From an optimization exercise on the open Yosys and OpenROAD flow, aimed at small area; shortcuts taken in it are not production practice. Where RTL was checked, it was by simulation tests only, not by an equivalence proof against the original. Power figures rest on the tool's default switching activity, not on a simulated workload.

==> flow/design.v (excerpt) <==
module sequencer(
    input  logic CLK100MHZ,
    input  logic rst,
    input  logic BTNU, BTND, BTNL, BTNR, BTNC, CPU_RESETN,
    input  logic SW15,SW14,SW13,SW12,SW11,SW10,SW9,SW8,SW7,SW6,SW5,SW4,SW3,SW2,SW1,SW0,
    output logic [15:0] LED,
    output logic LED16_R,
    output logic LED17_R, LED17_G, LED17_B,
    output logic [7:0] AN,
    output logic DP,CG,CF,CE,CD,CC,CB,CA,
    output logic AUD_PWM,
    output logic AUD_SD
);
Size in the first run: ~1,200 cells after synthesis, roughly 62 I/O pins, ~12,000 um2 of cells after synthesis.
==> flow/config.mk <==
export PLATFORM = sky130hd
export DESIGN_NAME = sequencer
export DESIGN_NICKNAME = sequencer
export VERILOG_FILES = /design/flow/design.v
export SDC_FILE = /design/flow/constraint.sdc
export NUM_CORES = 4
export LEC_CHECK = 0
export ABC_AREA = 1
export CAP_MARGIN = 20
export CORE_AREA = 8 8 157 157
export DIE_AREA = 0 0 165 165
export SLEW_MARGIN = 20
==> flow/constraint.sdc <==
create_clock -name core_clock -period 10.0 [get_ports {CLK100MHZ}]
set_input_delay 2.0000 -clock core_clock [delete_from_list [all_inputs] [get_ports {CLK100MHZ}]]
set_output_delay 2.0000 -clock core_clock [all_outputs]
set_load 0.01 [all_outputs]
standard.sh (not shown) runs the stock make flow with config.mk's settings and CLKGATE_MAP_FILE= SYNTH_SCRIPT=/design/flow/synth_recipe.tcl, a recipe that flattens the netlist after the stock synthesis.
==> flow/flow/run.sh <==
#!/bin/bash
# Own layout flow: the standard flow (standard.sh: the standard synthesis script and ORFS's
# make targets) with three changes:
# - ABC maps the combinational logic for area (resyn2 twice, &deepsyn, &dch -f, &nf) instead of ORFS's
#   area script (dch; map -B 0.9; buffer).  It runs after the flip-flops are mapped, so the registers,
#   their names and cells are the standard synthesis's.
# - the port buffers are sky130_fd_sc_hd__buf_1 (buffer_ports would pick a larger cell);
# - clock tree synthesis uses the standard arguments, clkbuf_4 buffers, clusters of at most
#   8 sinks, and no dummy loads.
# Every tool's output goes to the ORFS logs under orfs/logs and to make_finish.log here.
set -euo pipefail
work=$(pwd)
rm -rf "$work/scripts_local"
cp -r "$FLOW_HOME/scripts" "$work/scripts_local"
cat > "$work/scripts_local/abc_area.script" <<'ABC'
strash
balance; rewrite; refactor; balance; rewrite; rewrite -z; balance; refactor -z; rewrite -z; balance
balance; rewrite; refactor; balance; rewrite; rewrite -z; balance; refactor -z; rewrite -z; balance
&get -n
&deepsyn -T 30
&dch -f
&nf -R 1000
&put
topo
stime -c
upsize -c
dnsize -c
ABC
bash standard.sh \
  "SCRIPTS_DIR=$work/scripts_local" \
  "BUFFER_PORTS_ARGS=-buffer_cell sky130_fd_sc_hd__buf_1" \
  "CTS_ARGS=-sink_clustering_enable -repair_clock_nets -dont_use_dummy_load -sink_clustering_size 8 -sink_clustering_max_diameter 40 -buf_list sky130_fd_sc_hd__clkbuf_4" \
  finish > make_finish.log 2>&1
Change:
--- a/flow/design.v
+++ b/flow/design.v
@@ -375,18 +375,19 @@
 logic [3:0] audioStepState;
 wire [3:0] audioStepInc;
 ha_chain #(4) u_astep(.a(audioStepState), .ci(tempoTick & playing), .s(audioStepInc), .co());
 always_ff @(posedge CLK100MHZ)
   if (rst) audioStepState <= 4'd0;
   else     audioStepState <= audioStepInc;
 logic [3:0] menuStepState;
 logic [2:0] menuHorizontalState;
 logic [1:0] menuVerticalState;
+logic [15:0] sigArr;      
 wire inValue = (menuVerticalState == SETTING_VALUE);
 logic [4:0] curNote;      
 wire noteWr = inValue && (menuHorizontalState == NOTE) && (LEFT ^ RIGHT);
 wire [4:0] noteT = curNote ^ {5{~RIGHT}};
 wire [4:0] noteU;
 ha_chain #(5) u_note(.a(noteT), .ci(1'b1), .s(noteU), .co());
 wire [4:0] noteNew = noteU ^ {5{~RIGHT}};
 wire inStep = (menuVerticalState == STEP);
 wire stepDec = inStep & LEFT;
@@ -431,67 +432,40 @@
         if (RIGHT)     menuHorizontalState <= hNext(menuHorizontalState);
         else if (LEFT) menuHorizontalState <= hPrev(menuHorizontalState);
       end
       default: begin
         if (UP) menuVerticalState <= SETTING_NAME;
       end
     endcase
   end
 end
+genvar gs;
+generate
+  for (gs = 0; gs < 16; gs = gs + 1) begin : g_step
+    always_ff @(posedge CLK100MHZ)
+      if (rst) sigArr[gs] <= gs[0];
+      else if (sigTgl && (4'd15 - menuStepState) == gs) sigArr[gs] <= ~sigArr[gs];
+  end
+endgenerate
 logic [4:0] ring [0:15];
-logic [15:0] sring;       
 logic curNoteValid;
 logic ringClr;
 logic [4:0] audNote;
 wire [3:0] ringStep = refresh[3:0];
 wire hitM = (ringStep == menuStepState);
 wire hitA = (ringStep == audioStepState);
 wire [4:0] ringOut = ringClr ? 5'd3 : ring[0];
 wire ownM = hitM & curNoteValid;
 wire [4:0] ringIn = ownM ? (noteWr ? noteNew : curNote) : ringOut;
 wire stepMove = inStep & (LEFT | RIGHT);
 always_ff @(posedge CLK100MHZ) begin
   for (int k = 0; k < 15; k = k + 1) ring[k] <= ring[k+1];
   ring[15] <= ringIn;
-  sring <= {sIn, sring[15:1]};
-end
-logic sigW, sigWValid, sigM, sigA, sigN, hitAq;
-wire [3:0] stepW = ~menuStepState;                  
-wire hitW = (ringStep == stepW);
-wire sOut = ringClr ? ringStep[0] : sring[0];       
-wire ownW = hitW & sigWValid;
-wire sigWNext = sigW ^ sigTgl;
-wire sIn = ownW ? sigWNext : sOut;
-wire [3:0] audioStepP1;
-ha_chain #(4) u_astep1(.a(audioStepState), .ci(1'b1), .s(audioStepP1), .co());
-wire tglA = sigTgl & (stepW == audioStepState);
-wire tglN = sigTgl & (stepW == audioStepP1);
-wire stepAdvance = tempoTick & playing;
-always_ff @(posedge CLK100MHZ) begin
-  hitAq <= hitA;           
-  if (rst) begin
-    sigW      <= 1'b1;     
-    sigWValid <= 1'b1;
-    sigM      <= 1'b0;     
-    sigA      <= 1'b0;     
-    sigN      <= 1'b1;     
-  end
-  else begin
-    if (sigTgl) sigW <= sigWNext;
-    else if (hitW & ~sigWValid) sigW <= sOut;
-    if (stepMove) sigWValid <= 1'b0;
-    else if (hitW) sigWValid <= 1'b1;
-    if (hitM) sigM <= sOut;
-    if (stepAdvance) sigA <= sigN ^ tglN;
-    else sigA <= sigA ^ tglA;
-    if (hitAq) sigN <= sIn;
-    else sigN <= sigN ^ tglN;
-  end
 end
 always_ff @(posedge CLK100MHZ) begin
   if (rst) begin
     ringClr      <= 1'b1;
     curNote      <= 5'd3;
     curNoteValid <= 1'b1;
     audNote      <= 5'd3;
   end
   else begin
@@ -520,19 +494,19 @@
       SETTING_NAME: begin
         dispHi <= {1'b1, menuHorizontalState};
         dispLo <= 5'd0;
       end
       default: begin
         if (menuHorizontalState == NOTE) begin
           if (curNote < 5'd12) dispLo <= curNote + 5'd1;
         end
         else if (menuHorizontalState == SIGNAL)
-          dispLo <= sigM ? 5'd14 : 5'd13;
+          dispLo <= sigArr[menuStepState] ? 5'd14 : 5'd13;
       end
     endcase
   end
 end
 logic [2:0] sel;
 logic [7:0] seg;
 assign sel = refresh[7:5];
 disp_dec u_dec(.sel(sel), .hi(dispHi), .lo(dispLo), .seg(seg));
 assign AN = ~(8'd1 << sel);
@@ -596,19 +570,19 @@
   end
   else begin
     phaseLo <= phaseLoSum;
     phaseCy <= {phaseCy[2:0], phaseLoCo};
     phaseHi <= phaseHiSum;
   end
 end
 logic [2:0] sigDly, enDly;
 always_ff @(posedge CLK100MHZ) begin
-  sigDly <= {sigDly[1:0], sigA};
+  sigDly <= {sigDly[1:0], sigArr[audioStepState]};
   enDly  <= {enDly[1] , enDly[0] & ~reset, soundOn & playing};
 end
 function automatic logic [14:0] qsin(input logic [5:0] j);
   case (j)
     6'd0: qsin = 15'd0;
     6'd1: qsin = 15'd706;
     6'd2: qsin = 15'd1413;
     6'd3: qsin = 15'd2119;
     6'd4: qsin = 15'd2823;
Via count is higher by about 8%.
Maximum frequency is higher by about 0.32%.
Wire length is higher by 5.5%.
Power is lower by about 1.7%.
Clock-buffer cell count is lower by 1.
Global-route usage is higher by 1.0 points.
Setup slack is better by 0.030 ns.
Function not checked in the first run of this note: the RTL went through the layout flow alone.

Starting RTL as in the previous note.
Settings: LEC_CHECK=0, ABC_AREA=1, CAP_MARGIN=0, CORE_AREA=8 8 157 157, DIE_AREA=0 0 165 165, SLEW_MARGIN=0; clock period 10.0 ns.
==> flow/flow/run.sh <==
#!/bin/bash
# Own layout flow: the standard flow (standard.sh: the standard synthesis script and ORFS's
# make targets) with three changes:
# - ABC maps the combinational logic for area (resyn2 twice, &deepsyn, &dch -f, &nf) instead of ORFS's
#   area script (dch; map -B 0.9; buffer).  It runs after the flip-flops are mapped, so the registers,
#   their names and cells are the standard synthesis's.
# - the port buffers are sky130_fd_sc_hd__buf_1 (buffer_ports would pick a larger cell);
# - clock tree synthesis uses the standard arguments, clkbuf_4 buffers, clusters of at most
#   8 sinks, and no dummy loads.
# Every tool's output goes to the ORFS logs under orfs/logs and to make_finish.log here.
set -euo pipefail
work=$(pwd)
rm -rf "$work/scripts_local"
cp -r "$FLOW_HOME/scripts" "$work/scripts_local"
cat > "$work/scripts_local/abc_area.script" <<'ABC'
strash
balance; rewrite; refactor; balance; rewrite; rewrite -z; balance; refactor -z; rewrite -z; balance
balance; rewrite; refactor; balance; rewrite; rewrite -z; balance; refactor -z; rewrite -z; balance
&get -n
&deepsyn -T 30
&dch -f
&nf -R 1000
&put
topo
ABC
bash standard.sh \
  "SCRIPTS_DIR=$work/scripts_local" \
  "BUFFER_PORTS_ARGS=-buffer_cell sky130_fd_sc_hd__buf_1" \
  "CTS_ARGS=-sink_clustering_enable -repair_clock_nets -dont_use_dummy_load -sink_clustering_size 8 -sink_clustering_max_diameter 40 -buf_list sky130_fd_sc_hd__clkbuf_4" \
  finish > make_finish.log 2>&1
Next try:
--- a/flow/design.v
+++ b/flow/design.v
@@ -377,14 +377,15 @@
 ha_chain #(4) u_astep(.a(audioStepState), .ci(tempoTick & playing), .s(audioStepInc), .co());
 always_ff @(posedge CLK100MHZ)
   if (rst) audioStepState <= 4'd0;
   else     audioStepState <= audioStepInc;
 logic [3:0] menuStepState;
 logic [2:0] menuHorizontalState;
 logic [1:0] menuVerticalState;
+logic [15:0] sigArr;      
 wire inValue = (menuVerticalState == SETTING_VALUE);
 logic [4:0] curNote;      
 wire noteWr = inValue && (menuHorizontalState == NOTE) && (LEFT ^ RIGHT);
 wire [4:0] noteT = curNote ^ {5{~RIGHT}};
 wire [4:0] noteU;
 ha_chain #(5) u_note(.a(noteT), .ci(1'b1), .s(noteU), .co());
 wire [4:0] noteNew = noteU ^ {5{~RIGHT}};
@@ -433,63 +434,36 @@
       end
       default: begin
         if (UP) menuVerticalState <= SETTING_NAME;
       end
     endcase
   end
 end
+genvar gs;
+generate
+  for (gs = 0; gs < 16; gs = gs + 1) begin : g_step
+    always_ff @(posedge CLK100MHZ)
+      if (rst) sigArr[gs] <= gs[0];
+      else if (sigTgl && (4'd15 - menuStepState) == gs) sigArr[gs] <= ~sigArr[gs];
+  end
+endgenerate
 logic [4:0] ring [0:15];
-logic [15:0] sring;       
 logic curNoteValid;
 logic ringClr;
 logic [4:0] audNote;
 wire [3:0] ringStep = refresh[3:0];
 wire hitM = (ringStep == menuStepState);
 wire hitA = (ringStep == audioStepState);
 wire [4:0] ringOut = ringClr ? 5'd3 : ring[0];
 wire ownM = hitM & curNoteValid;
 wire [4:0] ringIn = ownM ? (noteWr ? noteNew : curNote) : ringOut;
 wire stepMove = inStep & (LEFT | RIGHT);
 always_ff @(posedge CLK100MHZ) begin
   for (int k = 0; k < 15; k = k + 1) ring[k] <= ring[k+1];
   ring[15] <= ringIn;
-  sring <= {sIn, sring[15:1]};
-end
-logic sigW, sigWValid, sigM, sigA, sigN, hitAq;
-wire [3:0] stepW = ~menuStepState;                  
-wire hitW = (ringStep == stepW);
-wire sOut = ringClr ? ringStep[0] : sring[0];       
-wire ownW = hitW & sigWValid;
-wire sigWNext = sigW ^ sigTgl;
-wire sIn = ownW ? sigWNext : sOut;
-wire [3:0] audioStepP1;
-ha_chain #(4) u_astep1(.a(audioStepState), .ci(1'b1), .s(audioStepP1), .co());
-wire tglA = sigTgl & (stepW == audioStepState);
-wire tglN = sigTgl & (stepW == audioStepP1);
-wire stepAdvance = tempoTick & playing;
-always_ff @(posedge CLK100MHZ) begin
-  hitAq <= hitA;           
-  if (rst) begin
-    sigW      <= 1'b1;     
-    sigWValid <= 1'b1;
-    sigM      <= 1'b0;     
-    sigA      <= 1'b0;     
-    sigN      <= 1'b1;     
-  end
-  else begin
-    if (sigTgl) sigW <= sigWNext;
-    else if (hitW & ~sigWValid) sigW <= sOut;
-    if (stepMove) sigWValid <= 1'b0;
-    else if (hitW) sigWValid <= 1'b1;
-    if (hitM) sigM <= sOut;
-    if (stepAdvance) sigA <= sigN ^ tglN;
-    else sigA <= sigA ^ tglA;
-    if (hitAq) sigN <= sIn;
-    else sigN <= sigN ^ tglN;
-  end
 end
 always_ff @(posedge CLK100MHZ) begin
   if (rst) begin
     ringClr      <= 1'b1;
     curNote      <= 5'd3;
     curNoteValid <= 1'b1;
     audNote      <= 5'd3;
@@ -522,15 +496,15 @@
         dispLo <= 5'd0;
       end
       default: begin
         if (menuHorizontalState == NOTE) begin
           if (curNote < 5'd12) dispLo <= curNote + 5'd1;
         end
         else if (menuHorizontalState == SIGNAL)
-          dispLo <= sigM ? 5'd14 : 5'd13;
+          dispLo <= sigArr[menuStepState] ? 5'd14 : 5'd13;
       end
     endcase
   end
 end
 logic [2:0] sel;
 logic [7:0] seg;
 assign sel = refresh[7:5];
@@ -598,15 +572,15 @@
     phaseLo <= phaseLoSum;
     phaseCy <= {phaseCy[2:0], phaseLoCo};
     phaseHi <= phaseHiSum;
   end
 end
 logic [2:0] sigDly, enDly;
 always_ff @(posedge CLK100MHZ) begin
-  sigDly <= {sigDly[1:0], sigA};
+  sigDly <= {sigDly[1:0], sigArr[audioStepState]};
   enDly  <= {enDly[1] , enDly[0] & ~reset, soundOn & playing};
 end
 function automatic logic [14:0] qsin(input logic [5:0] j);
   case (j)
     6'd0: qsin = 15'd0;
     6'd1: qsin = 15'd706;
     6'd2: qsin = 15'd1413;
The changed run finished clean.
Synthesized area came out higher by about 2%.
Routed wire length rises by about 4.6%.
Sequential share of layout area falls by 0.91 points.
Global-route usage is higher by 0.53 points.
Clock power shrinks by about 2%.
Design area barely changes.
Sequential cell count shrinks by 6.
Final cell count went up by 3.2%.
Function not checked in the first run of this note: the RTL went through the layout flow alone.

[separate check: timing with driven ports]
In the flow no input, the clock included, has a driving cell. The finished layouts below were timed again as built, in two steps. Step 1 (the two cells are an assumption about what drives the block):
set clk [get_ports {CLK100MHZ}]
set_driving_cell -lib_cell sky130_fd_sc_hd__clkbuf_16 $clk
set_driving_cell -lib_cell sky130_fd_sc_hd__buf_2 [delete_from_list [all_inputs] $clk]
Step 2 moves the port delays by t, midway between the first and last clock arrival at a register: inputs arrive t later, outputs are due t later. That takes back most of the time a late clock gives input paths. a / b / c = ideal / step 1 / step 2; a / b = the first two.
run	t (ns)	setup slack, ns	worst setup path after step 2	cell pins on the clock port's net
the first run of note 1	0.644	0.559 / 0.559 / 0.559	register to register	1
the second run of note 1	0.654	0.590 / 0.590 / 0.590	register to register	1
the first run of note 2	0.652	0.603 / 0.603 / 0.603	register to register	1
the second run of note 2	0.631	0.563 / 0.563 / 0.563	register to register	1
After both steps every run listed still meets setup and hold.
